Background: an optimization exercise with open tools, aiming at small area and a short achievable clock period. Do not read the settings as production practice. Only simulation tests tie the RTL to the original design; equivalence was not proved. Power and IR drop assume default switching activity.

Design PE, start of the top module:
module PE (
    input  wire               clk,
    input  wire               rst,
    input  wire               en,
    input  wire               mode_residual,
    input  wire signed [15:0] input_data,
    input  wire signed [15:0] weight_data,
    input  wire signed [15:0] residual_data,
    output reg  signed [15:0] output_data,
    output wire               input_sparse,
    output wire               weight_sparse,
    output wire               computation_skipped,
    output reg         [15:0] sparse_count,
    output reg         [15:0] total_count
);
For scale: ~680 cells after synthesis, ~100 I/O pins, ~7300 µm² of cells after synthesis.
==> flow/config.mk <==
export PLATFORM = sky130hd
export DESIGN_NAME = PE
export DESIGN_NICKNAME = PE
export VERILOG_FILES = /design/flow/design.v
export SDC_FILE = /design/flow/constraint.sdc
export NUM_CORES = 4
export LEC_CHECK = 0
export CAP_MARGIN = 20
export CORE_MARGIN = 2
export CORE_UTILIZATION = 40
export CTS_BUF_LIST = sky130_fd_sc_hd__clkbuf_8
export PLACE_DENSITY = 0.6
export SETUP_SLACK_MARGIN = 3.5
export SLEW_MARGIN = 20
export SYNTH_HIERARCHICAL = 1
export SYNTH_MINIMUM_KEEP_SIZE = 0
==> flow/constraint.sdc <==
create_clock -name core_clock -period 8.0 [get_ports {clk}]
set_input_delay 1.6000 -clock core_clock [delete_from_list [all_inputs] [get_ports {clk}]]
set_output_delay 1.6000 -clock core_clock [all_outputs]
set_load 0.01 [all_outputs]
standard.sh (not shown) runs the stock make flow with config.mk's settings and CLKGATE_MAP_FILE= SYNTH_SCRIPT=/design/flow/synth_recipe.tcl, a recipe that flattens the netlist after the stock synthesis.
==> flow/flow/run.sh <==
#!/bin/bash
# Standard ORFS layout with two changes:
#  - port buffers use the smallest buffer cell (buffer_ports' default pick is clkdlybuf4s50_1);
#  - after synthesis every combinational cell starts at drive strength 1 (flow/downsize.tcl),
#    and timing repair sizes up only what the timing needs.
set -euo pipefail
export BUFFER_PORTS_ARGS="-buffer_cell sky130_fd_sc_hd__buf_1"
export POST_SYNTH_TCL="$(pwd)/flow/downsize.tcl"
bash standard.sh finish > standard_flow.log 2>&1
==> flow/flow/downsize.tcl <==
# Sourced after the synthesized netlist is loaded (POST_SYNTH_TCL): set every
# combinational cell to its smallest (_1) drive strength; the later timing repair
# sizes up the cells that need it. Flip-flops are left as synthesis made them.
set db [ord::get_db]
set n 0
foreach inst [[ord::get_db_block] getInsts] {
  set m [[$inst getMaster] getName]
  if {[regexp {^(sky130_fd_sc_hd__[a-z0-9]+)_([0-9]+)$} $m -> base d]} {
    if {[string match "*__df*" $base] || [string match "*__dl*" $base] || [string match "*__sdf*" $base]} { continue }
    if {$d > 1} {
      set nm [$db findMaster ${base}_1]
      if {$nm ne "NULL" && $nm ne ""} { $inst swapMaster $nm; incr n }
    }
  }
}
puts "downsize.tcl: set $n cells to drive strength 1"
Then changed:
--- a/flow/design.v
+++ b/flow/design.v
@@ -18,16 +18,19 @@
     assign weight_sparse = (weight_data[15:4] == 12'h000) |
                            ((weight_data[15:4] == 12'hfff) & (weight_data[3:0] != 4'h0));
     assign computation_skipped = input_sparse | weight_sparse;
     wire skip = computation_skipped;
     wire mac = en & ~skip;
     reg  [15:0] acc_s;
     reg  [15:0] acc_c;
     reg         acc_x;
+    wire [15:0] acc_sn = ~acc_s;
+    wire [15:0] acc_cn = ~acc_c;
+    wire        acc_xn = ~acc_x;
     wire pp_0_0;    
     nd2 u_pp0_0 (.a(input_data[0]), .b(weight_data[0]), .y(pp_0_0));
     wire pp_0_1;    
     nd2 u_pp0_1 (.a(input_data[0]), .b(weight_data[1]), .y(pp_0_1));
     wire pp_0_2;    
     nd2 u_pp0_2 (.a(input_data[0]), .b(weight_data[2]), .y(pp_0_2));
     wire pp_0_3;    
     nd2 u_pp0_3 (.a(input_data[0]), .b(weight_data[3]), .y(pp_0_3));
@@ -659,19 +662,16 @@
     wire xs33;
     xo2 u_xo33 (.a(res_g[15]), .b(xs32), .y(xs33));
     wire xs34;
     xo2 u_xo34 (.a(xs33), .b(fc112), .y(xs34));
     wire [15:0] out0 = {xs34, fc111, fc110, fc109, fc108, fc107, fc106, fc105, hc24, res_g[6], acc_s[5], acc_s[4], acc_s[3], acc_s[2], acc_s[1], acc_s[0]};
     wire [15:0] out1 = {1'b0, fs112, fs111, fs110, fs109, fs108, fs107, fs106, fs105, hs24, res_g[5], res_g[4], res_g[3], res_g[2], res_g[1], res_g[0]};
     wire [15:0] out_nx = out0 + out1;
     wire [15:0] acc_s_d, acc_c_d, out_d;
-    wire [15:0] acc_sn = ~acc_s;
-    wire [15:0] acc_cn = ~acc_c;
-    wire acc_xn = ~acc_x;
     mx2i u_ms0 (.s(mac), .a1(row0[0]), .a0(acc_sn[0]), .y(acc_s_d[0]));
     mx2i u_ms1 (.s(mac), .a1(row0[1]), .a0(acc_sn[1]), .y(acc_s_d[1]));
     mx2i u_ms2 (.s(mac), .a1(row0[2]), .a0(acc_sn[2]), .y(acc_s_d[2]));
     mx2i u_ms3 (.s(mac), .a1(row0[3]), .a0(acc_sn[3]), .y(acc_s_d[3]));
     mx2i u_ms4 (.s(mac), .a1(row0[4]), .a0(acc_sn[4]), .y(acc_s_d[4]));
     mx2i u_ms5 (.s(mac), .a1(row0[5]), .a0(acc_sn[5]), .y(acc_s_d[5]));
     mx2i u_ms6 (.s(mac), .a1(row0[6]), .a0(acc_sn[6]), .y(acc_s_d[6]));
     mx2i u_ms7 (.s(mac), .a1(row0[7]), .a0(acc_sn[7]), .y(acc_s_d[7]));
What happened: First-iteration DRC count increases by 26%. Worst setup slack gets worse by 0.046 ns. Synthesized cell count does not change. Sequential power hardly moves. Final area stays flat.

==> static timing again, ports no longer ideal <==
How much do the figures lean on ideal ports? The routed layouts below were timed once more, with nothing changed but the port constraints.
Step 1 (the two cells are an assumption about what drives the block):
set clk [get_ports {clk}]
set_driving_cell -lib_cell sky130_fd_sc_hd__clkbuf_16 $clk
set_driving_cell -lib_cell sky130_fd_sc_hd__buf_2 [delete_from_list [all_inputs] $clk]
Step 2 times the ports against the registers' clock, not the clock port: input delays grow and output delays shrink by t, the midpoint of the rising clock arrivals with the driver on.
a / b / c = ideal ports / drivers / drivers and shift; a / b = the first two.
run	t, ns	setup WS [ns]	worst setup path at the end	slew at the worst register clock pin (ns)	cell pins on the clock port's net
the first run	0.388	3.559 / 3.538 / 3.200	input to register	0.08 / 0.08	1
the second run	0.382	3.513 / 3.491 / 3.195	input to register	0.08 / 0.08	1
After both steps setup and hold are still met in every run listed. For the first run, which loses most, drivers alone change the setup slack by -0.021 ns; drivers and shift together by -0.359 ns.
